Background: an optimization exercise with open tools, aiming at small area and a short achievable clock period. Do not read the settings as production practice. Function was checked by simulation only, so behaviour that the tests miss may differ from the original. Power is estimated from default activity; no workload was simulated.

`flow/config.mk`:
```
export PLATFORM = sky130hd
export DESIGN_NAME = top
export DESIGN_NICKNAME = top
export VERILOG_FILES = /design/flow/design.v
export SDC_FILE = /design/flow/constraint.sdc
export NUM_CORES = 4
export LEC_CHECK = 0
export CAP_MARGIN = 20
export CORE_MARGIN = 2
export CORE_UTILIZATION = 40
export CTS_BUF_LIST = sky130_fd_sc_hd__clkbuf_8
export CTS_CLUSTER_DIAMETER = 60
export CTS_CLUSTER_SIZE = 16
export PLACE_DENSITY = 0.6
export SLEW_MARGIN = 20
```
`flow/constraint.sdc`:
```
create_clock -name core_clock -period 14.0 [get_ports {clk}]
set_input_delay 2.8000 -clock core_clock [delete_from_list [all_inputs] [get_ports {clk}]]
set_output_delay 2.8000 -clock core_clock [all_outputs]
set_load 0.01 [all_outputs]
```
`flow/design.v`:
```
module tmds_r(
	input wire clk,
	input wire rst_c,
	input wire [2:0] c,
	output wire inv
);
	reg [3:0] h;
	wire [3:0] hn;
	always @(posedge clk) h <= rst_c ? 4'd4 : hn;
	assign hn[0] = (h[0] & h[2] & !c[1]) | (!h[0] & !h[2] & !h[3] & !c[1]) | (h[3] & c[1]) | (h[0] & !h[2] & c[1]) | (h[2] & !h[3] & c[2]) | (!h[0] & h[2] & !c[0] & c[1]);
	assign hn[1] = (h[1] & h[2] & !c[1]) | (!h[1] & !h[2] & c[0] & c[1]) | (h[2] & h[3] & !c[0] & !c[2]) | (!h[0] & h[1] & !c[0] & !c[1]) | (h[2] & h[3] & c[0] & !c[1]) | (h[0] & !h[1] & !h[2] & c[2]) | (h[0] & !h[1] & h[2] & !c[0] & c[1]) | (h[0] & h[1] & !h[2] & !c[0] & c[1]) | (!h[0] & !h[1] & !h[2] & !h[3] & c[0]);
	assign hn[2] = (h[1] & c[1]) | (!h[1] & !h[2] & !c[0] & !c[2]) | (h[2] & c[2]) | (h[2] & c[0] & c[1]) | (!h[2] & h[3] & !c[2]) | (!h[0] & h[1] & !c[2]) | (h[0] & !h[2] & c[0] & !c[1]) | (h[0] & h[1] & c[2]);
	assign hn[3] = (h[3] & c[2]) | (h[0] & !h[2] & !c[0] & !c[1] & !c[2]) | (!h[0] & h[1] & !c[0] & c[1]) | (h[1] & h[2] & c[0] & c[1]) | (!h[0] & h[2] & !h[3] & c[0] & c[1]) | (h[0] & h[1] & !h[2] & !c[1] & !c[2]);
	assign inv = (!h[2] & !h[3] & !c[0] & !c[2]) | (h[3] & c[0]) | (h[0] & h[2] & c[0]) | (h[3] & c[2]) | (h[0] & h[2] & c[2]) | (h[2] & c[0] & !c[1]);
endmodule
module tmds_g(
	input wire clk,
	input wire rst_c,
	input wire [2:0] c,
	output wire inv
);
	reg [3:0] h;
	wire [3:0] hn;
	always @(posedge clk) h <= rst_c ? 4'd3 : hn;
	assign hn[0] = (!h[2] & !h[3] & !c[1] & !c[2]) | (!h[0] & h[3] & c[1]) | (!h[0] & h[3] & c[2]) | (!h[0] & !h[1] & h[3] & c[0]) | (!h[0] & h[1] & !h[2] & !c[1]);
	assign hn[1] = (h[1] & c[1]) | (!h[1] & !h[3] & !c[1]) | (h[1] & c[2]) | (h[3] & c[0] & !c[1]) | (!h[2] & h[3] & c[1]) | (!h[1] & h[2] & !c[1] & !c[2]) | (!h[2] & c[2]);
	assign hn[2] = (h[0]) | (h[2] & !h[3]);
	assign hn[3] = (!h[1] & h[3] & c[1]) | (h[1] & !h[3] & !c[1] & !c[2]) | (!h[1] & h[3] & c[2]) | (h[2] & !h[3] & !c[1] & !c[2]) | (h[0] & h[2] & c[0]) | (h[1] & h[2] & !h[3] & !c[1]);
	assign inv = (!h[0] & !h[3] & c[1]) | (h[3] & !c[0] & !c[1]) | (!h[3] & c[0] & !c[1]) | (h[0] & c[2]);
endmodule
module tmds_b(
	input wire clk,
	input wire rst_c,
	input wire [2:0] c,
	output wire inv
);
	reg [3:0] h;
	wire [3:0] hn;
	always @(posedge clk) h <= rst_c ? 4'd2 : hn;
	assign hn[0] = (h[0] & !h[1] & !h[2]) | (h[2] & !h[3] & c[1]) | (!h[2] & h[3] & !c[1] & !c[2]) | (h[2] & c[2]) | (!h[0] & !h[3] & c[1]) | (!h[2] & h[3] & !c[0] & c[1]) | (h[0] & !h[2] & !c[1] & !c[2]) | (h[2] & c[0] & c[1]) | (!h[0] & !h[3] & c[2]) | (!h[0] & h[2] & !c[0] & !c[1]);
	assign hn[1] = (h[0] & c[1]) | (!h[1] & !h[3]) | (h[0] & c[2]) | (h[3] & c[0] & !c[1]) | (!h[0] & !h[1] & !c[0] & !c[2]) | (!h[3] & c[0] & c[1]);
	assign hn[2] = (!h[1] & !h[2] & !h[3] & c[1]) | (h[1] & h[2] & !c[1] & !c[2]) | (!h[0] & !h[2] & c[0] & c[1]) | (!h[0] & !h[1] & !h[2] & !c[0] & !c[1]) | (!h[1] & !h[2] & !h[3] & c[2]) | (h[0] & !h[1] & h[3] & !c[0] & c[1]) | (h[0] & !h[1] & h[3] & c[0] & !c[1]) | (h[1] & h[3] & !c[0] & !c[1] & !c[2]);
	assign hn[3] = (!h[2] & !h[3] & !c[1] & !c[2]) | (h[1] & h[2]) | (!h[0] & c[2]) | (!h[1] & h[3] & c[0] & c[1]) | (!h[1] & h[3] & c[2]) | (!h[0] & !h[1] & !h[2] & c[0]) | (!h[0] & !h[2] & h[3] & c[1]);
	assign inv = (!h[3] & c[2]) | (!h[3] & c[0] & !c[1]) | (h[3] & c[0] & c[1]) | (h[0] & !h[3] & !c[0] & c[1]) | (h[3] & !c[0] & !c[1] & !c[2]) | (!h[0] & h[1] & c[0]);
endmodule
module gol(
	input wire clk,
	input wire rst,
	input wire [2:0] left,
	input wire [2:0] right,
	input wire [9:0] x,
	input wire [9:0] y,
	output reg [2:0] cls
);
	function automatic life(input [1:0] vl, input [1:0] vr, input [1:0] u, input self);
		reg c0, n0, m0, m1;
		begin
			{c0, n0} = vl[0] + vr[0] + u[0];
			{m1, m0} = vl[1] + vr[1] + u[1];
			life = !m1 && (m0 ^ c0) && (n0 || self);
		end
	endfunction
	function automatic [1:0] vsum(input a, input b, input c);
		vsum = a + b + c;
	endfunction
	function automatic [1:0] hsum(input a, input b);
		hsum = a + b;
	endfunction
	reg [10:0] dc;
	always @(posedge clk) begin
		if (rst) dc <= 0;
		else dc <= dc[10] ? 11'd0 : dc + 11'd1;
	end
	wire step = dc == 11'd1023;
	wire turn = dc >= 11'd1014 && dc <= 11'd1022;
	reg [71:0] ring;
	wire [7:0] rrow[0:8];
	genvar gp;
	generate
		for (gp = 0; gp < 9; gp = gp + 1) begin : rr
			assign rrow[gp] = ring[gp*8 +: 8];
		end
	endgenerate
	wire [1:0] ev_v[0:9];
	wire [8:1] ev;
	genvar gc;
	generate
		assign ev_v[0] = 2'd0;
		assign ev_v[9] = 2'd0;
		for (gc = 1; gc <= 8; gc = gc + 1) begin : evv
			assign ev_v[gc] = vsum(rrow[1][gc-1], rrow[2][gc-1], rrow[3][gc-1]);
		end
		for (gc = 1; gc <= 8; gc = gc + 1) begin : evc
			assign ev[gc] = life(ev_v[gc-1], ev_v[gc+1], hsum(rrow[1][gc-1], rrow[3][gc-1]), rrow[2][gc-1]);
		end
	endgenerate
	reg [5:0] q[0:8];
	reg [1:0] z[0:3];
	integer i;
	always @(posedge clk) begin
		q[0] <= ev[7:2];
		for (i = 1; i < 9; i = i + 1) q[i] <= q[i-1];
		z[0] <= {ev[8], ev[1]};
		for (i = 1; i < 4; i = i + 1) z[i] <= z[i-1];
	end
	wire [4:0] el, er;
	wire [1:0] lv[2:6];
	wire [1:0] rv[2:6];
	assign lv[2] = vsum(1'b0, 1'b0, left[0]);
	assign lv[3] = vsum(1'b0, left[0], left[1]);
	assign lv[4] = vsum(left[0], left[1], left[2]);
	assign lv[5] = vsum(left[1], left[2], 1'b0);
	assign lv[6] = vsum(left[2], 1'b0, 1'b0);
	assign rv[2] = vsum(1'b0, 1'b0, right[0]);
	assign rv[3] = vsum(1'b0, right[0], right[1]);
	assign rv[4] = vsum(right[0], right[1], right[2]);
	assign rv[5] = vsum(right[1], right[2], 1'b0);
	assign rv[6] = vsum(right[2], 1'b0, 1'b0);
	generate
		for (gp = 2; gp <= 6; gp = gp + 1) begin : edge_cells
			wire [1:0] u1 = hsum(rrow[gp-1][0], rrow[gp+1][0]);
			wire [1:0] v2 = vsum(rrow[gp-1][1], rrow[gp][1], rrow[gp+1][1]);
			wire [1:0] v7 = vsum(rrow[gp-1][6], rrow[gp][6], rrow[gp+1][6]);
			wire [1:0] u8 = hsum(rrow[gp-1][7], rrow[gp+1][7]);
			assign el[gp-2] = life(lv[gp], v2, u1, rrow[gp][0]);
			assign er[gp-2] = life(v7, rv[gp], u8, rrow[gp][7]);
		end
	endgenerate
	wire [71:0] nb;
	generate
		for (gp = 0; gp < 9; gp = gp + 1) begin : nbr
			if (gp >= 2 && gp <= 6) begin : mid
				assign nb[gp*8 +: 8] = {er[gp-2], q[(10 - gp) % 9], el[gp-2]};
			end else begin : outer
				assign nb[gp*8 +: 8] = {z[(10 - gp) % 9][1], q[(10 - gp) % 9], z[(10 - gp) % 9][0]};
			end
		end
	endgenerate
	localparam [71:0] GLIDER = (72'd1 << (6*8 + 6-1)) | (72'd1 << (7*8 + 7-1))
		| (72'd1 << (8*8 + 5-1)) | (72'd1 << (8*8 + 6-1)) | (72'd1 << (8*8 + 7-1));
	always @(posedge clk) begin
		if (rst) ring <= GLIDER;
		else if (step) ring <= nb;
		else if (turn) ring <= {ring[7:0], ring[71:8]};
	end
	function automatic [2:0] tri_count(input [71:0] bb, input integer c);
		tri_count = (bb[0*8+c-1] & bb[1*8+c-1] & bb[2*8+c-1])
			+ (bb[1*8+c-1] & bb[2*8+c-1] & bb[3*8+c-1])
			+ (bb[5*8+c-1] & bb[6*8+c-1] & bb[7*8+c-1])
			+ (bb[6*8+c-1] & bb[7*8+c-1] & bb[8*8+c-1])
			+ (bb[7*8+c-1] & bb[8*8+c-1] & bb[0*8+c-1]);
	endfunction
	reg [8:0] l_score, r_score;
	always @(posedge clk) begin
		if (rst) begin
			l_score <= 0;
			r_score <= 0;
		end else if (step) begin
			r_score <= r_score + tri_count(ring, 1);
			l_score <= l_score + tri_count(ring, 8);
		end
	end
	wire [4:0] xc = x[9:5];
	wire [4:0] yc = y[9:5];
	wire grid = x[4:0] == 0 || y[4:0] == 0;
	wire yin = yc >= 3 && yc <= 11;
	wire [3:0] row = yc - 5'd3;
	wire [3:0] col = xc - 5'd5;
	wire [3:0] jt = dc[3:0] - 4'd6;
	wire [4:0] pd = {1'b0, row} + 5'd9 - {1'b0, jt};
	wire [3:0] pos = (turn && dc != 11'd1014) ? (pd >= 5'd9 ? pd - 5'd9 : pd) : row;
	wire [7:0] prow = rrow[pos];
	reg alive;
	always @(*) begin
		alive = 1'b0;
		for (int r = 0; r < 9; r++)
			for (int c = 1; c < 9; c++)
				alive = alive | (pos == r && col == c && rrow[r][c-1]);
		alive = alive | (col == 0 && ((row == 3 && left[0]) || (row == 4 && left[1]) || (row == 5 && left[2])));
		alive = alive | (col == 9 && ((row == 3 && right[0]) || (row == 4 && right[1]) || (row == 5 && right[2])));
	end
	localparam [2:0] CK = 3'd0, CW = 3'd1, CG = 3'd2, CL = 3'd3, CR = 3'd4, CX = 3'd7;
	always @(*) begin
		if (grid) cls = CG;
		else if (xc == 1 && yin) cls = l_score[row] ? CL : CK;
		else if (xc == 18 && yin) cls = r_score[row] ? CR : CK;
		else if (xc < 5 || xc > 14 || !yin) cls = CK;
		else cls = alive ? CK : CW;
	end
endmodule
`default_nettype none
module top(
	input wire clk,
	input wire rst,
	input wire [2:0] left,
	input wire [2:0] right,
	output wire [9:0] tmds_ch0,
	output wire [9:0] tmds_ch1,
	output wire [9:0] tmds_ch2,
	output wire [5:0] leds
);
	assign leds[5:0] = {left, right};
	reg [9:0] x;
	reg [9:0] y;
	always @(posedge clk) begin
		if (rst) begin
			x <= 0;
			y <= 0;
		end else if (x == 10'd799) begin
			x <= 0;
			y <= y == 10'd524 ? 10'd0 : y + 10'd1;
		end else x <= x + 10'd1;
	end
	wire [2:0] cls;
	gol gol(clk, rst, left, right, x, y, cls);
	reg [2:0] cls1;
	localparam [2:0] CK = 3'd0, CW = 3'd1, CG = 3'd2, CL = 3'd3, CR = 3'd4, CX = 3'd7;
	always @(posedge clk) cls1 <= rst ? CX : cls;
	wire x0 = x == 10'd0;
	wire de_p = x >= 10'd1 && x <= 10'd640 && y < 10'd480;
	wire hs_p = !(x >= 10'd657 && x <= 10'd752);
	wire vs_p = !((y == 10'd490 && x >= 10'd657) || y == 10'd491 || y == 10'd492 || (y == 10'd493 && x0));
	reg [2:0] c2;
	reg de2, vs2, hs2;
	always @(posedge clk) begin
		c2 <= cls1;
		de2 <= de_p;
		vs2 <= vs_p;
		hs2 <= hs_p;
	end
	wire rst_c = c2 == CX;
	wire inv_r, inv_g, inv_b;
	tmds_r r_t(clk, rst_c, c2, inv_r);
	tmds_g g_t(clk, rst_c, c2, inv_g);
	tmds_b b_t(clk, rst_c, c2, inv_b);
	reg [8:0] qm_r, qm_g, qm_b;
	always @(*) begin
		case (c2)
			CK: begin qm_r = 9'h100; qm_g = 9'h100; qm_b = 9'h100; end
			CW: begin qm_r = 9'h0ff; qm_g = 9'h0ff; qm_b = 9'h0ff; end
			CG: begin qm_r = 9'h108; qm_g = 9'h1f8; qm_b = 9'h1fe; end
			CL: begin qm_r = 9'h17b; qm_g = 9'h13d; qm_b = 9'h023; end
			default: begin qm_r = 9'h13d; qm_g = 9'h023; qm_b = 9'h07e; end
		endcase
	end
	wire [9:0] r_enc = {inv_r, qm_r[8], qm_r[7:0] ^ {8{inv_r}}};
	wire [9:0] g_enc = {inv_g, qm_g[8], qm_g[7:0] ^ {8{inv_g}}};
	wire [9:0] b_enc = {inv_b, qm_b[8], qm_b[7:0] ^ {8{inv_b}}};
	reg [9:0] ctl;
	always @(*) begin
		case ({vs2, hs2})
			2'b00: ctl = 10'b1101010100;
			2'b01: ctl = 10'b0010101011;
			2'b10: ctl = 10'b0101010100;
			default: ctl = 10'b1010101011;
		endcase
	end
	assign tmds_ch0 = de2 ? b_enc : ctl;
	assign tmds_ch1 = de2 ? g_enc : 10'b1101010100;
	assign tmds_ch2 = de2 ? r_enc : 10'b1101010100;
endmodule
```
`flow/flow/run.sh`:
```
#!/bin/bash
# The standard layout (standard.sh: ORFS with the standard flow's synthesis script
# and steps), with two changes:
#  - synthesis maps the logic with flow/abc.script, an area-oriented ABC
#    script, in place of ORFS's abc_speed.script (a copy of ORFS's scripts
#    folder with that one file replaced; everything else is unchanged, so
#    the registers and their names are those of the standard synthesis);
#  - the port buffers are sky130_fd_sc_hd__buf_2 rather than the cell
#    buffer_ports picks by itself (a slow clkdlybuf4s50_1).
set -euo pipefail
cd "$(dirname "$0")/.."
rm -rf scripts_abc
cp -r "$FLOW_HOME/scripts" scripts_abc
cp flow/abc.script scripts_abc/abc_speed.script
export BUFFER_PORTS_ARGS="-buffer_cell sky130_fd_sc_hd__buf_2"
bash standard.sh SCRIPTS_DIR="$PWD/scripts_abc" finish > flow_standard.log 2>&1
```
`flow/flow/abc.script`:
```
strash
&get -n
&st
&dch -f
&nf -R 1000
&put
mfs2 -a
strash
&get -n
&st
&dch -f
&nf -R 1000
&put
mfs2 -a
strash
&get -n
&st
&dch -f
&nf -R 1000
&put
mfs2 -a
strash
&get -n
&st
&dch -f
&nf -R 1000
&put
topo
```
`flow/standard.sh`:
```
#!/bin/bash
# synth_recipe.tcl (not shown) runs the flow's synth.tcl, then flattens the netlist and writes it again
# the make line also repeats each setting of config.mk as NAME=value (left out here)
make -C /OpenROAD-flow-scripts/flow DESIGN_CONFIG=/design/flow/config.mk WORK_HOME=/design/flow/orfs CLKGATE_MAP_FILE= SYNTH_SCRIPT=/design/flow/synth_recipe.tcl "${@:-finish}"
```
==> run_results.csv, run 1 <==
group,metric,value,unit
critical_path,path_cells,"buf_2, buf_2",
die,core-area,25900,um2
synthesis,ys_types,52,
drt,vias_per_cell,5.74,
power_and_ir_drop,ir_worst_vdd,0.0752,mV
placed_design,gp_congestion,0.819,
synthesis,synthFlopType,"dfxtp_1",
timing,finClkSkew,0.0410,ns
hold_path,min-delay-path-class,"flip-flop to flip-flop",
drt,highest_layer,"met4",
clock_network,clkLatencyLatePin,0.57,ns
synthesis,syn-num-nets,1245,
clock_network,ctsHoldBuffers,0,
timing,hold_viol_final,0,
drt,antenna_left,0,
die,die-area,27600,um2
synthesis,synth-edff-count,0,
clock_network,clockBufferDepth,3,
finish,multi_input_area,6020,um2
timing,layout_min_cycle_time,6.01,ns
critical_path,cpPeakStageDelay,0.23,ns
global_routing,grt_pass1_wl,43700,um
job,cap_violations,0,
global_routing,grt-ovfl-total,0,
clock_network,cts.clk_slew.worst_paths,0.08,ns
drt,detail_route.iter0.violations,952,
finish,fin_util,0.447,
global_routing,grt_usage,0.190,
critical_path,endpoint_kind,"primary output",
die,initial_core_util,0.405,
synthesis,ys_ff_latch,204,
critical_path,cp_top_family,"buffers and inverters",
timing,max_clock_freq,166,MHz
die,row_count,59,
synthesis,synth_common_cells,"dfxtp_1 (204), nor2_1 (162), clkinv_1 (92)",
critical_path,slowest_stage,"buf_2",
finish,drive_gt1_frac,0.0760,
finish,diodes,0,
drt,wl_met3,1570,um
timing,slew_viol_final,0,
finish,nFillCells,2537,
synthesis,synth-seq-area-share,0.389,
placed_design,io_buffers,43,
critical_path,worst-endpoint-arrival,3.21,ns
clock_network,root_buffer,"clkbuf_8",
synthesis,yosys_warnings,7,
clock_network,clock_sinks,204,
synthesis,synthesis.area,10500,um2
drt,routedWlPerCell,17.2,um
placed_design,place_area,11100,um2
synthesis,syn_inst,1122,
drt,dr_wl_met2,11900,um
drt,first_pass_iters,10,
finish,area.sequential,4080,um2
run_status,run_status,"complete, no violations",
timing,tightestPinTransition,0.916,ns
power_and_ir_drop,p_switching,0.000386,W
die,die-height,166,um
clock_network,postCtsSetupBuffers,0,
global_routing,grt_pass1_vias,8149,
finish,fin_nets,1309,
placed_design,dp_hpwl,18100,um
synthesis,yosysTopAreaCell,"dfxtp_1",
power_and_ir_drop,p_int,0.000866,W
synthesis,synth_area_leaders,"dfxtp_1 (39%), fa_1 (10%), ha_1 (7.4%)",
critical_path,crit_buf_inv,2,
timing,tns,0,ns
finish,syn2layout_area_growth,10.2,%
placed_design,placed_cells,1497,
timing,slew_headroom,0.389,
power_and_ir_drop,power.density,108,nW/um2
finish,postLayoutCellArea,11600,um2
synthesis,synth.most_common_cell,"dfxtp_1",
critical_path,crit_path_frequent_cell,"buf_2",
clock_network,htree_num_levels,1,
global_routing,grt_max_degree,77,
power_and_ir_drop,p_comb_frac,0.169,
drt,wirelength,26400,um
critical_path,critical_path.max_fanout,5,
power_and_ir_drop,seqPwrFrac,0.508,
power_and_ir_drop,p_leak,4.39,nW
timing,setup_viol,0,
critical_path,critical_path_class,"input port to primary output",
synthesis,synth.avg_cell_area,9.36,um2
clock_network,cts_resized,0,
synthesis,synthArstFlopShare,0,
timing,rsz0062_at_grt,"false",
drt,drc,0,
power_and_ir_drop,switching_share,0.308,
die,die_x,166,um
critical_path,startpoint_type,"input port",
synthesis,synthDominantCellAreaShare,0.389,
die,io_pins,44,
critical_path,critical_path_required,11.20,ns
power_and_ir_drop,clkPwrFrac,0.324,
finish,finalNonFillerCells,1532,
drt,via_count,8799,
timing,period_share,0.429,
clock_network,cts_tree,"built",
drt,met1_length,12500,um
global_routing,antenna_found_initial,0,
power_and_ir_drop,power,0.00125,W
clock_network,cts_buffers,21,
-- cell type report --
class,count,area share
clock inverters,12,0.0112
clock buffers,22,0.0262
well taps,335,0.0362
flip-flops and latches,204,0.353
repair buffers,51,0.0238
inverters,92,0.0298
multi-input cells,816,0.520
-- placed cells by master (no fill, tap or decap), types with 7 or more instances in the layout --
cell type	synthesis	final
xor2_1	13	13
a211oi_1	7	7
nand2_1	69	69
nor3_1	35	35
clkinv_1	92	92
a22oi_1	16	16
a31oi_1	12	12
dfxtp_1	204	204
nor2b_1	12	11
ha_1	62	62
nor2_1	162	161
a221oi_1	11	11
buf_4	10	8
clkbuf_8	0	22
xnor2_1	26	26
nand3_1	32	32
a21o_1	7	7
o21ai_0	46	46
buf_2	0	42
nand2b_1	12	12
a222oi_1	70	70
a21oi_1	76	76
fa_1	53	53
nand4_1	12	12
and3_1	12	12
-- layer usage --
metal / global-route usage / vias up
met5: 0 / -
met4: 0.0408 / 0
met3: 0.0274 / 44
met2: 0.304 / 246
met1: 0.275 / 4268
li1: - / 4241
-- registers in the layout, summed over array words and instances (netlist names) --
signal,count
vs2,1
hs2,1
gol.dc,11
gol.ring,72
cls1,3
b_t.h,4
gol.r_score,9
r_t.h,4
gol.q,54
gol.l_score,9
c2,3
g_t.h,4
y,10
gol.z,8
de2,1
x,10
-- power by group through the flow --
stage,Clock [W],Sequential [W],Combinational [W]
CTS,0.000415,0.000635,0.000212
floorplan,0,0.000638,0.000158
detailed placement,0,0.000648,0.000212
finish,0.000405,0.000636,0.000211
global placement,0,0.000648,0.000209
global route,0.000442,0.000641,0.000242
-- through the flow --
stage                     hold slack, ns  worst slack (ns)
after detailed placement           0.312              7.97
final                              0.331              7.99
after CTS                          0.330              7.98
after global routing               0.340              7.81
after global placement             0.311              7.96
after floorplan                    0.310              7.59
-- final timing paths --
kind	slack, ns	startpoint	end	cells past startpoint
setup / recovery	7.99	right[0]	leds[0]	2
hold / removal	0.33	cls1[2]	c2[2]	0
hold reg to reg	0.33	cls1[2]	c2[2]	0
setup reg to reg	8.86	y[5]	cls1[0]	22
-- kinds of logic (layout without fill, tap and decap cells) --
| group | count (synthesis) | count (layout) | share of synthesized area |
|---|---|---|---|
| AO/OA/AOI/OAI | 280 | 280 | 0.190 |
| XOR/XNOR | 39 | 39 | 0.0325 |
| adder cells (fa/ha/maj) | 115 | 115 | 0.175 |
| buffers and inverters | 102 | 177 | 0.0400 |
| flip-flops | 204 | 204 | 0.389 |
| multiplexers | 6 | 6 | 0.0105 |
| AND/OR/NAND/NOR | 376 | 376 | 0.163 |
==> run 2, diff against run 1 <==
--- a/flow/design.v
+++ b/flow/design.v
@@ -53,11 +53,10 @@
 	output reg [2:0] cls
 );
 	function automatic life(input [1:0] vl, input [1:0] vr, input [1:0] u, input self);
-		reg c0, n0, m0, m1;
+		reg [3:0] n;
 		begin
-			{c0, n0} = vl[0] + vr[0] + u[0];
-			{m1, m0} = vl[1] + vr[1] + u[1];
-			life = !m1 && (m0 ^ c0) && (n0 || self);
+			n = vl + vr + u;
+			life = n == 4'd3 || (n == 4'd2 && self);
 		end
 	endfunction
 	function automatic [1:0] vsum(input a, input b, input c);
@@ -166,10 +165,18 @@
 	wire yin = yc >= 3 && yc <= 11;
 	wire [3:0] row = yc - 5'd3;
 	wire [3:0] col = xc - 5'd5;
-	wire [3:0] jt = dc[3:0] - 4'd6;
-	wire [4:0] pd = {1'b0, row} + 5'd9 - {1'b0, jt};
-	wire [3:0] pos = (turn && dc != 11'd1014) ? (pd >= 5'd9 ? pd - 5'd9 : pd) : row;
-	wire [7:0] prow = rrow[pos];
+	reg [3:0] pos;
+	wire row_up = x == 10'd799 && y[4:0] == 5'd31;
+	wire frame_up = x == 10'd799 && y == 10'd524;
+	always @(posedge clk) begin
+		if (rst) pos <= 4'd6;
+		else case ({row_up, frame_up, turn})
+			3'b100, 3'b011: pos <= pos == 4'd8 ? 4'd0 : pos + 4'd1;
+			3'b010: pos <= pos >= 4'd7 ? pos - 4'd7 : pos + 4'd2;
+			3'b001: pos <= pos == 4'd0 ? 4'd8 : pos - 4'd1;
+			default: pos <= pos;
+		endcase
+	end
 	reg alive;
 	always @(*) begin
 		alive = 1'b0;
==> flow/flow/run.sh (replaced) <==
#!/bin/bash
# The standard layout (standard.sh: ORFS with the standard flow's synthesis script
# and steps), with these changes:
#  - synthesis maps the logic with flow/abc.script, an area-oriented ABC
#    script, in place of ORFS's abc_speed.script (a copy of ORFS's scripts
#    folder with that one file replaced), and without the adder step
#    (ADDER_MAP_FILE empty), so ABC maps all of the logic. The registers
#    and their names are those of the standard synthesis;
#  - the port buffers are sky130_fd_sc_hd__buf_2 rather than the cell
#    buffer_ports picks by itself (a slow clkdlybuf4s50_1).
#  - clock tree synthesis inserts no dummy loads.
# ORFS's own logs are under orfs/logs; make's output is in flow_standard.log.
set -euo pipefail
cd "$(dirname "$0")/.."
rm -rf scripts_abc
cp -r "$FLOW_HOME/scripts" scripts_abc
cp flow/abc.script scripts_abc/abc_speed.script
export BUFFER_PORTS_ARGS="-buffer_cell sky130_fd_sc_hd__buf_2"
export CTS_ARGS="-sink_clustering_enable -repair_clock_nets -sink_clustering_size 16 -sink_clustering_max_diameter 60 -buf_list sky130_fd_sc_hd__clkbuf_8 -dont_use_dummy_load"
bash standard.sh SCRIPTS_DIR="$PWD/scripts_abc" ADDER_MAP_FILE= finish > flow_standard.log 2>&1
==> run 2 against run 1 <==
Net effect: critical path type is now flip-flop to primary output; largest cell class unchanged; combinational power decreased by 31%; utilization decreased by 0.25 points; non-clock buffer count decreased by 2; sequential cell count increased by 4; worst setup slack improved by 0.041 ns; die area decreased by 5.1%; register-to-register slack improved by 1.5 ns.
==> run_results.csv, run 2 <==
group,metric,value,unit
hold_path,hold_end,"gol.q[8][5]",
finish,reg_top3,"gol.ring (72), gol.q (54), gol.dc (11)",
synthesis,yosys_warnings,7,
placed_design,dp_hpwl,18500,um
hold_path,min-delay-path-class,"flip-flop to flip-flop",
synthesis,ys_ff_latch,208,
finish,largest_reg_flops,72,
clock_network,cts.clk_slew.worst_paths,0.09,ns
timing,tns,0,ns
synthesis,synth.most_common_cell,"dfxtp_1",
timing,tightestPinTransition,0.927,ns
die,die-height,162,um
clock_network,htree_num_levels,1,
clock_network,clockBufferDepth,3,
critical_path,critical_path_class,"flip-flop to primary output",
clock_network,root_buffer,"clkbuf_8",
timing,period_share,0.426,
power_and_ir_drop,ir_worst_vdd,0.0576,mV
critical_path,rr_startpoint,"gol.dc[8]",
drt,wirelength,27000,um
timing,max_clock_freq,168,MHz
global_routing,grt_pass1_vias,8120,
global_routing,grt_pass1_wl,43600,um
synthesis,yosysTopAreaCell,"dfxtp_1",
global_routing,grt_max_degree,79,
job,cap_violations,0,
synthesis,synthesis.area,9960,um2
timing,layout_min_cycle_time,5.97,ns
timing,finClkSkew,0.0709,ns
critical_path,critical_path_required,11.20,ns
finish,layout_commonest_cell,"dfxtp_1",
die,row_count,57,
drt,detail_route.iter0.violations,927,
clock_network,cts_tree,"built",
synthesis,synth_common_cells,"dfxtp_1 (208), nor2_1 (197), a21oi_1 (97)",
power_and_ir_drop,p_leak,3.64,nW
timing,rsz0062_at_grt,"false",
finish,fin_util,0.444,
global_routing,grt_usage,0.202,
synthesis,synth-seq-area-share,0.418,
die,die-area,26200,um2
critical_path,critical_path.max_fanout,14,
drt,first_pass_iters,7,
timing,setup_viol,0,
hold_path,min_path_cells,0,
drt,antenna_left,0,
placed_design,gp_congestion,0.924,
die,io_pins,44,
placed_design,io_buffers,43,
critical_path,endpoint_kind,"primary output",
timing,hold_viol_final,0,
critical_path,worst-endpoint-arrival,3.17,ns
synthesis,synth.avg_cell_area,8.53,um2
die,die_x,162,um
critical_path,rr_worst_depth,11,
finish,fin_nets,1235,
finish,largest_register,"gol.ring",
clock_network,clkLatencyLatePin,0.55,ns
synthesis,synthFlopType,"dfxtp_1",
drt,routedWlPerCell,17.4,um
global_routing,antenna_found_initial,1,
synthesis,ys_types,53,
synthesis,synthArstFlopShare,0,
drt,drc,0,
die,initial_core_util,0.408,
hold_path,holdCritStartpoint,"gol.q[7][5]",
clock_network,postCtsSetupBuffers,0,
die,core-area,24400,um2
power_and_ir_drop,power.density,101,nW/um2
run_status,run_status,"complete, no violations",
global_routing,grt-ovfl-total,0,
timing,slew_headroom,0.376,
drt,via_count,9215,
finish,syn2layout_area_growth,8.81,%
critical_path,startpoint_type,"flip-flop",
synthesis,synth-edff-count,0,
clock_network,cts_resized,0,
clock_network,cts_buffers,19,
synthesis,syn_inst,1167,
synthesis,synth_area_leaders,"dfxtp_1 (42%), nor2_1 (7.4%), a222oi_1 (7.3%)",
timing,slew_viol_final,0,
clock_network,ctsHoldBuffers,0,
critical_path,r2r_end,"gol.r_score[8]",
finish,drive_gt1_frac,0.0604,
synthesis,syn-num-nets,1175,
drt,vias_per_cell,5.95,
clock_network,clock_sinks,208,
critical_path,rrSetupSlack,10.40,ns
synthesis,synthDominantCellAreaShare,0.418,
finish,most-common-layout-cells,"dfxtp_1 (208), nor2_1 (196), a21oi_1 (97), nand2_1 (90), xnor2_1 (82)",
==> run 2: cell type report <==
| class | instances | area, um2 |
|---|---|---|
| multi-input combinational | 926 | 5650 |
| fill | 2444 | 13600 |
| timing repair buffer | 49 | 263 |
| clock buffer | 19 | 262 |
| sequential | 208 | 4160 |
| inverter | 23 | 86.3 |
| tap | 324 | 405 |
| antenna | 1 | 2.50 |
==> run 2: report_power, final <==
group	total [W]	internal (W)	switching [W]
clock	0.000312	0.000122	0.000191
sequential	0.000640	0.000605	0.0000349
combinational	0.000145	0.0000629	0.0000825
total	0.00110	0.000790	0.000308
==> run 2: layer usage <==
metal	global-route usage	share of wire	vias to the layer above
li1	-	-	4519
met1	0.283	0.46	4363
met2	0.325	0.45	294
met3	0.0273	0.059	39
met4	0.0587	0.028	0
met5	0	0	-
==> run 2: logic make-up after synthesis <==
family | count (synthesis) | share of synthesized area
AND/OR/NAND/NOR | 451 | 0.202
AO/OA/AOI/OAI | 348 | 0.246
flip-flops | 208 | 0.418
XOR/XNOR | 108 | 0.0950
buffers and inverters | 33 | 0.0162
adder cells (fa/ha/maj) | 15 | 0.0151
multiplexers | 4 | 0.00779
==> run 2: per-stage QoR <==
| step | instance area (um2) | hold slack, ns | std cells | power (W) | setup slack (ns) |
|---|---|---|---|---|---|
| 2_1_floorplan | 9960 | 0.310 | 1167 | 0.000753 | 6.15 |
| 3_3_place_gp | 10600 | 0.313 | 1530 | 0.000797 | 8.06 |
| 3_5_place_dp | 10600 | 0.315 | 1530 | 0.000798 | 8.06 |
| 4_1_cts | 10800 | 0.333 | 1549 | 0.00111 | 8.01 |
| 5_1_grt | 10800 | 0.345 | 1549 | 0.00115 | 7.67 |
| 6_report | 10800 | 0.304 | 1550 | 0.00110 | 8.03 |
==> run 2: worst max-delay path, stage by stage, from the launching register on <==
cell and delay, ns:
dfxtp_1 0.61, clkinv_1 0.18, nor2_1 0.61, a211oi_1 0.09, o21ai_0 0.32, a21oi_1 0.15, xor2_1 0.22, nand2_1 0.07
nand2_1 0.07, o21ai_0 0.13, buf_2 0.19
==> run 2: worst max-delay path by stage <==
| stage | startpoint | endpoint | cells after the start |
|---|---|---|---|
| after floorplan | gol.dc[1] | gol.pos[3] | 8 |
| final | c2[0] | tmds_ch0[4] | 10 |
| after global placement | left[0] | leds[3] | 2 |
| after detailed placement | left[0] | leds[3] | 2 |
| after global routing | c2[0] | tmds_ch0[4] | 10 |
| after CTS | c2[0] | tmds_ch0[4] | 10 |
==> run 3, diff against run 2 <==
--- a/flow/flow/run.sh
+++ b/flow/flow/run.sh
@@ -8,7 +8,6 @@
 #    and their names are those of the standard synthesis;
 #  - the port buffers are sky130_fd_sc_hd__buf_2 rather than the cell
 #    buffer_ports picks by itself (a slow clkdlybuf4s50_1).
-#  - clock tree synthesis inserts no dummy loads.
 # ORFS's own logs are under orfs/logs; make's output is in flow_standard.log.
 set -euo pipefail
 cd "$(dirname "$0")/.."
@@ -16,5 +15,4 @@
 cp -r "$FLOW_HOME/scripts" scripts_abc
 cp flow/abc.script scripts_abc/abc_speed.script
 export BUFFER_PORTS_ARGS="-buffer_cell sky130_fd_sc_hd__buf_2"
-export CTS_ARGS="-sink_clustering_enable -repair_clock_nets -sink_clustering_size 16 -sink_clustering_max_diameter 60 -buf_list sky130_fd_sc_hd__clkbuf_8 -dont_use_dummy_load"
 bash standard.sh SCRIPTS_DIR="$PWD/scripts_abc" ADDER_MAP_FILE= finish > flow_standard.log 2>&1
==> run 3 against run 2 <==
Net effect: clock-buffer cell count is 2 higher; sequential cell count is the same; final area increased by 1.1%; utilization is 0.48 points higher; first-iteration DRC count grew 6.8%; critical path depth is the same; maximum frequency decreased by 0.52%; register-to-register slack about the same; area after synthesis unchanged; synthesized cell count is the same; total power up 5.5%; non-clock buffer count did not move.
==> run_results.csv, run 3 <==
group,metric,value,unit
clock_network,cts_resized,0,
synthesis,yosysTopAreaCell,"dfxtp_1",
global_routing,grt_usage,0.203,
timing,holdWs,0.335,ns
synthesis,synth_fa_ha_area_frac,0.0151,
synthesis,synth-edff-count,0,
die,initial_core_util,0.408,
timing,rsz0062_at_grt,"false",
drt,via_count,9206,
drt,vias_per_cell,5.91,
drt,antenna_left,0,
critical_path,r2r_end,"gol.r_score[8]",
global_routing,grt_max_degree,79,
clock_network,clockBufferDepth,3,
drt,routedWlPerCell,17.3,um
global_routing,antenna_found_initial,1,
synthesis,synth_mux_area_frac,0.00779,
critical_path,startpoint_type,"flip-flop",
timing,setup_viol,0,
critical_path,worst-endpoint-arrival,3.20,ns
synthesis,synth-seq-area-share,0.418,
synthesis,syn_inst,1167,
timing,slew_headroom,0.386,
synthesis,synth_common_cells,"dfxtp_1 (208), nor2_1 (197), a21oi_1 (97)",
placed_design,placed_cells,1530,
die,die-area,26200,um2
critical_path,crit_end,"tmds_ch0[4]",
clock_network,root_buffer,"clkbuf_8",
timing,max_clock_freq,167,MHz
finish,fin_util,0.449,
clock_network,clkLatencyLatePin,0.55,ns
global_routing,grt-ovfl-total,0,
job,cap_violations,0,
synthesis,synth_area_leaders,"dfxtp_1 (42%), nor2_1 (7.4%), a222oi_1 (7.3%)",
finish,reg_top3,"gol.ring (72), gol.q (54), gol.dc (11)",
timing,slew_viol_final,0,
finish,most-common-layout-cells,"dfxtp_1 (208), nor2_1 (196), a21oi_1 (97), nand2_1 (90), xnor2_1 (82)",
die,core-area,24400,um2
global_routing,grt_pass1_wl,43800,um
power_and_ir_drop,p_leak,3.69,nW
die,die_x,162,um
drt,detail_route.iter0.violations,990,
clock_network,postCtsSetupBuffers,0,
clock_network,cts_tree,"built",
finish,layout_commonest_cell,"dfxtp_1",
finish,largest_register,"gol.ring",
timing,tns,0,ns
timing,layout_min_cycle_time,6.00,ns
timing,finClkSkew,0.0326,ns
run_status,run_status,"complete, no violations",
critical_path,rrSetupSlack,10.41,ns
clock_network,cts_buffers,19,
placed_design,dp_hpwl,18500,um
power_and_ir_drop,power.density,106,nW/um2
synthesis,synthDominantCellAreaShare,0.418,
synthesis,syn-num-nets,1175,
clock_network,cts.clk_slew.worst_paths,0.09,ns
critical_path,critical_path.max_fanout,14,
critical_path,rr_worst_depth,11,
critical_path,critical_path_class,"flip-flop to primary output",
drt,wirelength,27000,um
synthesis,yosys.area_share.xor_xnor,0.0950,
synthesis,synthArstFlopShare,0,
synthesis,synthesis.area,9960,um2
synthesis,synth.most_common_cell,"dfxtp_1",
die,io_pins,44,
critical_path,endpoint_kind,"primary output",
hold_path,min-delay-path-class,"flip-flop to flip-flop",
synthesis,ys_ff_latch,208,
synthesis,yosys_warnings,7,
synthesis,synthFlopType,"dfxtp_1",
drt,first_pass_iters,7,
synthesis,synth.avg_cell_area,8.53,um2
finish,syn2layout_area_growth,9.98,%
timing,period_share,0.429,
timing,hold_viol_final,0,
synthesis,synth_compound_area_frac,0.246,
finish,fin_nets,1235,
critical_path,crit_start,"c2[0]",
drt,drc,0,
placed_design,gp_congestion,0.924,
clock_network,htree_num_levels,1,
clock_network,ctsHoldBuffers,0,
finish,largest_reg_flops,72,
die,row_count,57,
finish,finalNonFillerCells,1559,
global_routing,grt_pass1_vias,8167,
timing,tightestPinTransition,0.914,ns
finish,drive_gt1_frac,0.0673,
placed_design,io_buffers,43,
synthesis,ys_types,53,
critical_path,critical_path_required,11.20,ns
power_and_ir_drop,ir_worst_vdd,0.0769,mV
clock_network,clock_sinks,208,
synthesis,synthSimpleGateAreaFrac,0.202,
synthesis,synth_top_family_by_area,"compound AO/OA/AOI/OAI gates",
die,die-height,162,um
critical_path,rr_startpoint,"gol.dc[8]",
-- run 3: cell counts after synthesis --
Identical to the previous run, type by type.
-- run 3: worst max-delay path, stage by stage, from the launching register on --
cell      delay, ns
dfxtp_1        0.62
clkinv_1       0.19
nor2_1         0.61
a211oi_1       0.09
o21ai_0        0.32
a21oi_1        0.15
xor2_1         0.22
nand2_1        0.07
nand2_1        0.07
o21ai_0        0.13
buf_2          0.19
-- run 3: kinds of logic after synthesis --
group	after synthesis
buffers and inverters	33
DFF	208
muxes	4
xor gates and xnor gates	108
and+or+nand+nor	451
adders and majority gates	15
AOI/OAI and AO/OA	348
-- run 3: worst min path at each step --
stage / startpoint / end / slack, ns / cells after the start
2_1_floorplan: cls1[0] / c2[0] / 0.31 / 0
3_3_place_gp: cls1[0] / c2[0] / 0.31 / 0
3_5_place_dp: cls1[0] / c2[0] / 0.32 / 0
4_1_cts: cls1[0] / c2[0] / 0.34 / 0
5_1_grt: cls1[1] / c2[1] / 0.35 / 0
6_report: cls1[0] / c2[0] / 0.33 / 0
-- run 3: layout make-up --
cell class,instances,area (um2)
well taps,324,405
fillers,2437,13400
clock buffers,21,289
repair buffers,49,263
flip-flops and latches,208,4160
clock inverters,7,88.8
multi-input cells,926,5650
diodes,1,2.50
inverters,23,86.3
-- run 3: per-layer routing --
layer | part of all wire | wire, um | up-vias | track usage
li1 | - | - | 4529 | -
met5 | 0 | 0 | - | 0
met3 | 0.056 | 1520 | 40 | 0.0276
met4 | 0.029 | 788 | 0 | 0.0611
met1 | 0.47 | 12600 | 4347 | 0.284
met2 | 0.45 | 12000 | 290 | 0.325
-- run 3: through the flow --
stage | total power (W) | setup slack [ns] | area [um2]
after floorplan | 0.000753 | 6.15 | 9960
after global placement | 0.000797 | 8.06 | 10600
after detailed placement | 0.000798 | 8.06 | 10600
after CTS | 0.00117 | 8.00 | 10900
after global routing | 0.00122 | 7.65 | 10900
final | 0.00116 | 8.00 | 10900
-- run 3: power breakdown --
part	total (W)	internal [W]	switching [W]	leakage, nW
clock	0.000373	0.000161	0.000212	0.189
sequential	0.000640	0.000605	0.0000348	1.68
combinational	0.000146	0.0000629	0.0000826	1.82
total	0.00116	0.000830	0.000329	3.69
==> run 4, diff against run 3 <==
--- a/flow/flow/run.sh
+++ b/flow/flow/run.sh
@@ -8,6 +8,7 @@
 #    and their names are those of the standard synthesis;
 #  - the port buffers are sky130_fd_sc_hd__buf_2 rather than the cell
 #    buffer_ports picks by itself (a slow clkdlybuf4s50_1).
+#  - clock tree synthesis inserts no dummy loads.
 # ORFS's own logs are under orfs/logs; make's output is in flow_standard.log.
 set -euo pipefail
 cd "$(dirname "$0")/.."
@@ -15,4 +16,5 @@
 cp -r "$FLOW_HOME/scripts" scripts_abc
 cp flow/abc.script scripts_abc/abc_speed.script
 export BUFFER_PORTS_ARGS="-buffer_cell sky130_fd_sc_hd__buf_2"
-bash standard.sh SCRIPTS_DIR="$PWD/scripts_abc" ADDER_MAP_FILE= finish > flow_standard.log 2>&1
+export CTS_ARGS="-sink_clustering_enable -repair_clock_nets -sink_clustering_size 16 -sink_clustering_max_diameter 60 -buf_list sky130_fd_sc_hd__clkbuf_8 -dont_use_dummy_load"
+bash standard.sh SCRIPTS_DIR="$PWD/scripts_abc" ADDER_MAP_FILE= SETUP_SLACK_MARGIN=8.2 finish > flow_standard.log 2>&1
==> run 4 against run 3 <==
Net effect: still clean; die area unchanged; via count decreased by 0.56%; final area is 0.79% higher; cell count about the same; sequential power about the same; utilization increased by 0.35 points; first-iteration DRC count fell by 5.8%; critical path depth decreased by 8; clock skew is 0.0012 ns higher; worst setup slack better by 0.18 ns; sequential share of layout area is 0.26 points lower.
==> run_results.csv, run 4 <==
group,metric,value,unit
die,core-area,24400,um2
finish,largest_reg_flops,72,
synthesis,ys_types,53,
run_status,run_status,"complete, no violations",
synthesis,synthDominantCellAreaShare,0.418,
clock_network,ctsHoldBuffers,0,
die,die-height,162,um
timing,finClkSkew,0.0338,ns
timing,slew_headroom,0.416,
timing,tightestPinTransition,0.868,ns
drt,detail_route.iter0.violations,933,
clock_network,root_buffer,"clkbuf_8",
die,io_pins,44,
die,row_count,57,
critical_path,cpPeakStageDelay,0.11,ns
global_routing,grt-ovfl-total,0,
global_routing,grt_max_degree,79,
timing,setup_viol,0,
power_and_ir_drop,power.density,99.8,nW/um2
placed_design,place_area,10600,um2
finish,finalNonFillerCells,1558,
critical_path,endpoint_kind,"primary output",
critical_path,path_depth,2,
timing,hold_viol_final,0,
hold_path,min-delay-path-class,"flip-flop to flip-flop",
critical_path,crit_buf_inv,2,
finish,most-common-layout-cells,"dfxtp_1 (205), nor2_1 (195), a21oi_1 (96), nand2_1 (90), xnor2_1 (82)",
clock_network,clkLatencyLatePin,0.54,ns
timing,layout_min_cycle_time,5.82,ns
synthesis,synthArstFlopShare,0,
clock_network,htree_num_levels,1,
drt,wirelength,26800,um
die,die-area,26200,um2
synthesis,yosys_warnings,7,
critical_path,r2r_end,"gol.r_score[8]",
timing,rsz0062_at_grt,"true",
synthesis,synth-seq-area-share,0.418,
hold_path,holdCritStartpoint,"gol.q[2][0]",
synthesis,syn-num-nets,1175,
synthesis,syn_inst,1167,
critical_path,path_cells,"buf_12, buf_6",
timing,tns,0,ns
critical_path,startpoint_type,"input port",
drt,antenna_left,0,
critical_path,worst-endpoint-arrival,3.02,ns
finish,syn2layout_area_growth,10.8,%
timing,period_share,0.416,
finish,fin_nets,1244,
timing,max_clock_freq,172,MHz
synthesis,synthFlopType,"dfxtp_1",
global_routing,grt_pass1_wl,43800,um
critical_path,rr_worst_depth,11,
synthesis,synth_area_leaders,"dfxtp_1 (42%), nor2_1 (7.4%), a222oi_1 (7.3%)",
clock_network,cts.clk_slew.worst_paths,0.10,ns
drt,first_pass_iters,9,
critical_path,cp_top_family,"buffers and inverters",
synthesis,synth_common_cells,"dfxtp_1 (208), nor2_1 (197), a21oi_1 (97)",
global_routing,antenna_found_initial,0,
critical_path,crit_start,"left[0]",
clock_network,clock_sinks,208,
critical_path,crit_end,"leds[3]",
finish,layout_commonest_cell,"dfxtp_1",
synthesis,ys_ff_latch,208,
power_and_ir_drop,p_leak,3.72,nW
global_routing,grt_usage,0.203,
synthesis,synth.avg_cell_area,8.53,um2
critical_path,critical_path_required,11.20,ns
drt,routedWlPerCell,17.2,um
drt,drc,0,
hold_path,min_path_cells,0,
placed_design,placed_cells,1530,
critical_path,critical_path.max_fanout,5,
synthesis,synth.most_common_cell,"dfxtp_1",
clock_network,cts_buffers,19,
critical_path,slowest_stage,"buf_12",
die,die_x,162,um
synthesis,synthesis.area,9960,um2
timing,slew_viol_final,0,
synthesis,yosysTopAreaCell,"dfxtp_1",
finish,postLayoutCellArea,11000,um2
finish,diodes,0,
drt,vias_per_cell,5.88,
finish,drive_gt1_frac,0.0721,
finish,reg_top3,"gol.ring (72), gol.q (54), gol.dc (11)",
critical_path,critical_path_class,"input port to primary output",
clock_network,cts_tree,"built",
synthesis,synth-edff-count,0,
power_and_ir_drop,ir_worst_vdd,0.0591,mV
placed_design,gp_congestion,0.909,
job,cap_violations,0,
placed_design,dp_hpwl,18400,um
global_routing,grt_pass1_vias,8147,
drt,via_count,9154,
clock_network,clockBufferDepth,3,
finish,largest_register,"gol.ring",
critical_path,rr_startpoint,"gol.dc[8]",
placed_design,io_buffers,43,
die,initial_core_util,0.408,
critical_path,rrSetupSlack,10.39,ns
-- run 4: cell counts after synthesis --
No cell type changed its count.
-- run 4: area by class of cell --
type / instances / area (um2)
fill: 2400 / 13400
multi-input combinational: 926 / 5670
sequential: 208 / 4170
timing repair buffer: 58 / 448
tap: 324 / 405
clock buffer: 19 / 262
inverter: 23 / 86.3
-- run 4: per-layer routing --
layer  vias up  share of wire  GRT usage
met1      4297           0.47      0.286
met5         -              0          0
met4         0          0.027     0.0595
met2       273           0.45      0.320
met3        44          0.060     0.0337
li1       4540              -          -
-- run 4: cells by family (layout without fill, tap and decap cells) --
group,count (synthesis),count (layout),synth area share
buffers and inverters,33,100,0.0162
XOR/XNOR,108,108,0.0950
flip-flops,208,208,0.418
AND/OR/NAND/NOR,451,451,0.202
multiplexers,4,4,0.00779
adder cells (fa/ha/maj),15,15,0.0151
AO/OA/AOI/OAI,348,348,0.246
-- run 4: through the flow --
step                hold slack (ns)  total power [W]  utilization  setup WS [ns]
floorplan                     0.310         0.000753            -           8.28
global placement              0.316         0.000797        0.433           8.06
detailed placement            0.316         0.000797        0.433           8.05
CTS                           0.312          0.00111        0.450           8.11
global route                  0.305          0.00117        0.452           8.18
finish                        0.308          0.00110        0.452           8.18
-- run 4: worst min-delay path by stage --
| stage | end | slack [ns] |
|---|---|---|
| global placement | c2[0] | 0.32 |
| detailed placement | c2[1] | 0.32 |
| CTS | gol.q[3][0] | 0.31 |
| finish | gol.q[3][0] | 0.31 |
| global route | gol.q[3][0] | 0.31 |
| floorplan | c2[0] | 0.31 |
-- run 4: report_power, final --
group / total (W) / internal (W) / switching, W
Sequential: 0.000640 / 0.000605 / 0.0000343
Clock: 0.000310 / 0.000122 / 0.000188
Combinational: 0.000153 / 0.0000685 / 0.0000841
Total: 0.00110 / 0.000796 / 0.000306
-- run 4: repair_timing --
item	in CTS	in global routing
endpoints found under the setup margin	12	24
buffers inserted	5	4
resized for setup	26	10
==> run 5, diff against run 4 <==
--- a/flow/flow/run.sh
+++ b/flow/flow/run.sh
@@ -15,6 +15,6 @@
 rm -rf scripts_abc
 cp -r "$FLOW_HOME/scripts" scripts_abc
 cp flow/abc.script scripts_abc/abc_speed.script
-export BUFFER_PORTS_ARGS="-buffer_cell sky130_fd_sc_hd__buf_2"
+export BUFFER_PORTS_ARGS="-buffer_cell sky130_fd_sc_hd__buf_1"
 export CTS_ARGS="-sink_clustering_enable -repair_clock_nets -sink_clustering_size 16 -sink_clustering_max_diameter 60 -buf_list sky130_fd_sc_hd__clkbuf_8 -dont_use_dummy_load"
 bash standard.sh SCRIPTS_DIR="$PWD/scripts_abc" ADDER_MAP_FILE= SETUP_SLACK_MARGIN=8.2 finish > flow_standard.log 2>&1
==> run 5 against run 4 <==
Net effect: final area fell by 0.42%; sequential cell count did not move; combinational power fell by 3%; still clean; largest power group unchanged; total power increased by 0.40%; critical endpoint is now leds[0].
==> run_results.csv, run 5 <==
group,metric,value,unit
run_status,run_status,"complete, no violations",
clock_network,clockBufferDepth,3,
timing,finClkSkew,0.0614,ns
clock_network,clkLatencyLatePin,0.55,ns
finish,layout_commonest_cell,"dfxtp_1",
timing,rsz0062_at_grt,"true",
power_and_ir_drop,ir_worst_vdd,0.0705,mV
drt,antenna_left,0,
drt,wirelength,27200,um
timing,setup_viol,0,
die,core-area,24400,um2
clock_network,cts_tree,"built",
drt,vias_per_cell,5.87,
power_and_ir_drop,p_comb_frac,0.134,
placed_design,dp_hpwl,18600,um
die,initial_core_util,0.408,
critical_path,path_cells,"buf_8, buf_6",
synthesis,syn-num-nets,1175,
finish,drive_gt1_frac,0.0463,
synthesis,ys_types,53,
placed_design,place_area,10500,um2
finish,postLayoutCellArea,11000,um2
timing,layout_min_cycle_time,5.82,ns
timing,period_share,0.415,
clock_network,clock_sinks,208,
clock_network,cts.clk_slew.worst_paths,0.10,ns
die,io_pins,44,
power_and_ir_drop,clkPwrFrac,0.288,
die,die-area,26200,um2
die,die-height,162,um
clock_network,cts_buffers,20,
critical_path,critical_path_required,11.20,ns
synthesis,yosysTopAreaCell,"dfxtp_1",
synthesis,synth.most_common_cell,"dfxtp_1",
clock_network,htree_num_levels,1,
die,row_count,57,
global_routing,grt_pass1_wl,43700,um
power_and_ir_drop,power.density,101,nW/um2
synthesis,syn_inst,1167,
die,die_x,162,um
synthesis,ys_ff_latch,208,
finish,fin_nets,1242,
drt,detail_route.iter0.violations,1023,
power_and_ir_drop,switching_share,0.280,
synthesis,synth.avg_cell_area,8.53,um2
critical_path,cp_top_family,"buffers and inverters",
critical_path,slowest_stage,"buf_6",
synthesis,yosys_warnings,7,
critical_path,endpoint_kind,"primary output",
timing,tightestPinTransition,0.893,ns
timing,hold_viol_final,0,
finish,largest_register,"gol.ring",
finish,most-common-layout-cells,"dfxtp_1 (205), nor2_1 (195), a21oi_1 (96), nand2_1 (90), xnor2_1 (82)",
clock_network,ctsHoldBuffers,0,
drt,first_pass_iters,8,
power_and_ir_drop,p_switching,0.000310,W
global_routing,grt-ovfl-total,0,
timing,tns,0,ns
synthesis,synth-edff-count,0,
drt,drc,0,
critical_path,crit_buf_inv,2,
drt,routedWlPerCell,17.5,um
synthesis,synthArstFlopShare,0,
synthesis,synth-seq-area-share,0.418,
global_routing,grt_pass1_vias,8157,
placed_design,placed_cells,1530,
finish,nFillCells,2465,
synthesis,synth_area_leaders,"dfxtp_1 (42%), nor2_1 (7.4%), a222oi_1 (7.3%)",
finish,largest_reg_flops,72,
finish,diodes,0,
global_routing,grt_max_degree,79,
power_and_ir_drop,p_leak,3.63,nW
placed_design,io_buffers,43,
synthesis,synthDominantCellAreaShare,0.418,
critical_path,startpoint_type,"input port",
global_routing,grt_usage,0.203,
critical_path,worst-endpoint-arrival,3.02,ns
hold_path,min-delay-path-class,"flip-flop to flip-flop",
finish,syn2layout_area_growth,10.4,%
clock_network,root_buffer,"clkbuf_8",
drt,via_count,9141,
critical_path,cpPeakStageDelay,0.11,ns
finish,finalNonFillerCells,1556,
timing,slew_viol_final,0,
synthesis,synth_common_cells,"dfxtp_1 (208), nor2_1 (197), a21oi_1 (97)",
global_routing,antenna_found_initial,0,
synthesis,synthFlopType,"dfxtp_1",
critical_path,critical_path_class,"input port to primary output",
timing,slew_headroom,0.402,
power_and_ir_drop,p_int,0.000796,W
timing,max_clock_freq,172,MHz
synthesis,synthesis.area,9960,um2
finish,reg_top3,"gol.ring (72), gol.q (54), gol.dc (11)",
placed_design,gp_congestion,0.906,
critical_path,critical_path.max_fanout,2,
power_and_ir_drop,seqPwrFrac,0.578,
job,cap_violations,0,
-- run 5: worst paths after layout --
kind / end / from / slack [ns] / cells past startpoint
worst max-delay path: leds[0] / right[0] / 8.18 / 2
worst min register to register: gol.q[6][1] / gol.q[5][1] / 0.32 / 0
worst min-delay path: gol.q[6][1] / gol.q[5][1] / 0.32 / 0
worst max register to register: gol.r_score[8] / gol.dc[8] / 10.38 / 11
-- run 5: power groups by stage --
stage                     logic [W]  clock network [W]  registers, W
after detailed placement   0.000141                  0      0.000652
after global placement     0.000139                  0      0.000653
final                      0.000148           0.000318      0.000640
after CTS                  0.000147           0.000331      0.000638
after floorplan            0.000109                  0      0.000643
after global routing       0.000166           0.000353      0.000644
-- run 5: per-stage QoR --
step / utilization / hold WS (ns) / power [W] / setup WS, ns
floorplan: - / 0.310 / 0.000753 / 8.28
global placement: 0.431 / 0.314 / 0.000791 / 7.90
detailed placement: 0.431 / 0.314 / 0.000792 / 7.87
CTS: 0.449 / 0.320 / 0.00112 / 8.11
global route: 0.451 / 0.336 / 0.00116 / 8.18
finish: 0.451 / 0.324 / 0.00111 / 8.18
-- run 5: kinds of logic after synthesis --
| logic type | after synthesis | synth area share |
|---|---|---|
| simple gates | 451 | 0.202 |
| compound gates | 348 | 0.246 |
| flops | 208 | 0.418 |
| xor+xnor | 108 | 0.0950 |
| buf+inv | 33 | 0.0162 |
| fa+ha+maj | 15 | 0.0151 |
| mux | 4 | 0.00779 |
-- run 5: final cells by class --
class / count / area, um2 / share of cell area
flip-flops and latches: 208 / 4170 / 0.379
well taps: 324 / 405 / 0.0369
clock buffers: 20 / 275 / 0.0250
multi-input cells: 926 / 5660 / 0.515
repair buffers: 55 / 393 / 0.0358
inverters: 23 / 86.3 / 0.00786
-- run 5: metal layers --
| layer | share of wire | routed length [um] | GRT usage | vias up |
|---|---|---|---|---|
| met1 | 0.46 | 12500 | 0.281 | 4279 |
| met4 | 0.025 | 670 | 0.0559 | 0 |
| met5 | 0 | 0 | 0 | - |
| li1 | - | - | - | 4539 |
| met3 | 0.062 | 1680 | 0.0299 | 40 |
| met2 | 0.45 | 12300 | 0.332 | 283 |
-- run 5: timing repair --
action                                  in CTS  in global routing
setup buffers                                5                  1
hold endpoints to repair                     0                  0
cloned                                       0                  0
gates resized for setup                     40                  8
endpoints found under the setup margin      13                 18
==> run 6, diff against run 5 <==
--- a/flow/flow/run.sh
+++ b/flow/flow/run.sh
@@ -6,9 +6,11 @@
 #    folder with that one file replaced), and without the adder step
 #    (ADDER_MAP_FILE empty), so ABC maps all of the logic. The registers
 #    and their names are those of the standard synthesis;
-#  - the port buffers are sky130_fd_sc_hd__buf_2 rather than the cell
+#  - the port buffers are sky130_fd_sc_hd__buf_1 rather than the cell
 #    buffer_ports picks by itself (a slow clkdlybuf4s50_1).
-#  - clock tree synthesis inserts no dummy loads.
+#  - clock tree synthesis inserts no dummy loads;
+#  - repair_timing aims for 8.2 ns of setup slack (SETUP_SLACK_MARGIN), so
+#    it sizes up the few gates and buffers on the longest paths.
 # ORFS's own logs are under orfs/logs; make's output is in flow_standard.log.
 set -euo pipefail
 cd "$(dirname "$0")/.."
==> run 6 against run 5 <==
Net effect: maximum frequency is the same; worst setup slack stayed put; sequential power barely moved; utilization did not move; final area is the same; clock skew did not move; wire length unchanged; first-iteration DRC count unchanged; die area unchanged; worst hold slack stayed put; register-to-register slack about the same; largest power group unchanged; combinational power hardly changed.
==> run_results.csv, run 6 <==
group,metric,value,unit
clock_network,htree_num_levels,1,
critical_path,critical_path_required,11.20,ns
synthesis,synthFlopType,"dfxtp_1",
drt,via_count,9141,
finish,largest_reg_flops,72,
die,die-height,162,um
die,die-area,26200,um2
timing,finClkSkew,0.0614,ns
global_routing,grt_pass1_vias,8157,
drt,antenna_left,0,
synthesis,synth.most_common_cell,"dfxtp_1",
critical_path,worst-endpoint-arrival,3.02,ns
synthesis,synthDominantCellAreaShare,0.418,
timing,slew_viol_final,0,
clock_network,ctsHoldBuffers,0,
synthesis,synthArstFlopShare,0,
clock_network,root_buffer,"clkbuf_8",
clock_network,cts_tree,"built",
timing,period_share,0.415,
global_routing,grt_pass1_wl,43700,um
critical_path,startpoint_type,"input port",
critical_path,cpPeakStageDelay,0.11,ns
drt,routedWlPerCell,17.5,um
drt,detail_route.iter0.violations,1023,
critical_path,slowest_stage,"buf_6",
timing,layout_min_cycle_time,5.82,ns
job,cap_violations,0,
finish,most-common-layout-cells,"dfxtp_1 (205), nor2_1 (195), a21oi_1 (96), nand2_1 (90), xnor2_1 (82)",
finish,diodes,0,
finish,syn2layout_area_growth,10.4,%
power_and_ir_drop,power,0.00111,W
timing,setup_viol,0,
drt,vias_per_cell,5.87,
finish,fin_nets,1242,
clock_network,clock_sinks,208,
clock_network,cts.clk_slew.worst_paths,0.10,ns
run_status,run_status,"complete, no violations",
die,core-area,24400,um2
synthesis,synth.avg_cell_area,8.53,um2
synthesis,synth-seq-area-share,0.418,
critical_path,endpoint_kind,"primary output",
synthesis,syn_inst,1167,
power_and_ir_drop,ir_worst_vdd,0.0705,mV
critical_path,critical_path_class,"input port to primary output",
finish,largest_register,"gol.ring",
power_and_ir_drop,p_leak,3.63,nW
finish,reg_top3,"gol.ring (72), gol.q (54), gol.dc (11)",
timing,slew_headroom,0.402,
synthesis,yosysTopAreaCell,"dfxtp_1",
die,die_x,162,um
critical_path,critical_path.max_fanout,2,
placed_design,dp_hpwl,18600,um
drt,drc,0,
synthesis,ys_types,53,
critical_path,path_cells,"buf_8, buf_6",
placed_design,io_buffers,43,
global_routing,grt_usage,0.203,
power_and_ir_drop,power.density,101,nW/um2
timing,hold_viol_final,0,
synthesis,synth-edff-count,0,
finish,layout_commonest_cell,"dfxtp_1",
timing,tns,0,ns
timing,tightestPinTransition,0.893,ns
drt,wirelength,27200,um
die,io_pins,44,
critical_path,crit_buf_inv,2,
finish,nFillCells,2465,
synthesis,synth_area_leaders,"dfxtp_1 (42%), nor2_1 (7.4%), a222oi_1 (7.3%)",
synthesis,syn-num-nets,1175,
clock_network,clkLatencyLatePin,0.55,ns
global_routing,antenna_found_initial,0,
placed_design,gp_congestion,0.906,
clock_network,clockBufferDepth,3,
synthesis,yosys_warnings,7,
synthesis,synthesis.area,9960,um2
critical_path,cp_top_family,"buffers and inverters",
global_routing,grt_max_degree,79,
hold_path,min-delay-path-class,"flip-flop to flip-flop",
die,initial_core_util,0.408,
global_routing,grt-ovfl-total,0,
synthesis,synth_common_cells,"dfxtp_1 (208), nor2_1 (197), a21oi_1 (97)",
die,row_count,57,
timing,max_clock_freq,172,MHz
drt,first_pass_iters,8,
clock_network,cts_buffers,20,
finish,drive_gt1_frac,0.0463,
timing,rsz0062_at_grt,"true",
synthesis,ys_ff_latch,208,
run 6: final timing paths:
path	from	to	slack, ns	depth (start not counted)
hold reg to reg	gol.q[5][1]	gol.q[6][1]	0.32	0
setup reg to reg	gol.dc[8]	gol.r_score[8]	10.38	11
setup / recovery	right[0]	leds[0]	8.18	2
hold / removal	gol.q[5][1]	gol.q[6][1]	0.32	0
run 6: metrics by stage:
step / util / cell area, um2 / hold WS, ns / setup WS [ns] / std cells
final: 0.451 / 11000 / 0.324 / 8.18 / 1556
after global routing: 0.451 / 11000 / 0.336 / 8.18 / 1556
after CTS: 0.449 / 11000 / 0.320 / 8.11 / 1555
after detailed placement: 0.431 / 10500 / 0.314 / 7.87 / 1530
after global placement: 0.431 / 10500 / 0.314 / 7.90 / 1530
after floorplan: - / 9960 / 0.310 / 8.28 / 1167
run 6: area by class of cell:
| type | instances | area [um2] | area share |
|---|---|---|---|
| inverter | 23 | 86.3 | 0.00786 |
| multi-input combinational | 926 | 5660 | 0.515 |
| tap | 324 | 405 | 0.0369 |
| clock buffer | 20 | 275 | 0.0250 |
| sequential | 208 | 4170 | 0.379 |
| timing repair buffer | 55 | 393 | 0.0358 |
run 6: cells by family after synthesis:
kind of cell / after synthesis / synth area share
fa+ha+maj: 15 / 0.0151
flops: 208 / 0.418
compound gates: 348 / 0.246
xor+xnor: 108 / 0.0950
mux: 4 / 0.00779
buf+inv: 33 / 0.0162
simple gates: 451 / 0.202
run 6: what timing repair did:
action                     in CTS  in global routing
setup buffers                   5                  1
gates resized for setup        40                  8
setup endpoints to repair      13                 18
cloned                          0                  0
run 6: power by group:
group	switching, W	internal, W	total [W]
clock	0.000190	0.000128	0.000318
sequential	0.0000344	0.000605	0.000640
combinational	0.0000853	0.0000629	0.000148
run 6: layer usage:
layer	routed length (um)	global-route usage	share of wire
met1	12500	0.281	0.46
met2	12300	0.332	0.45
met4	670	0.0559	0.025
met3	1680	0.0299	0.062
met5	0	0	0

what the ideal ports hide:
The flow's constraints put no driver on any port. The routed layouts listed below were extracted and timed again, unchanged, in two steps.
Step 1 (the two cells are an assumption about what drives the block):
set clk [get_ports {clk}]
set_driving_cell -lib_cell sky130_fd_sc_hd__clkbuf_16 $clk
set_driving_cell -lib_cell sky130_fd_sc_hd__buf_2 [delete_from_list [all_inputs] $clk]
Step 2 adds t to the input delays and takes it off the output delays; t is the mean of the earliest and latest rising clock arrival at the registers after step 1. Input paths then give back, and output paths get back, about the clock's delay inside the block.
Three values: ideal, step 1, step 2; two values: the first two.
run | t, ns | setup slack, ns | worst register clock-pin slew, ns | pins driven straight from the clock port
run 1 | 0.587 | 7.990 / 7.964 / 7.964 | 0.10 / 0.10 | 1
run 2 | 0.552 | 8.031 / 7.988 / 7.997 | 0.10 / 0.10 | 1
run 3 | 0.571 | 7.999 / 7.956 / 8.004 | 0.10 / 0.10 | 1
run 4 | 0.552 | 8.181 / 8.121 / 8.046 | 0.10 / 0.10 | 1
run 5 | 0.556 | 8.183 / 8.119 / 8.119 | 0.10 / 0.10 | 1
run 6 | 0.556 | 8.183 / 8.119 / 8.119 | 0.10 / 0.10 | 1
After both steps setup and hold are still met in every run listed. For run 4, which loses most, drivers alone change the setup slack by -0.060 ns; drivers and shift together by -0.135 ns.
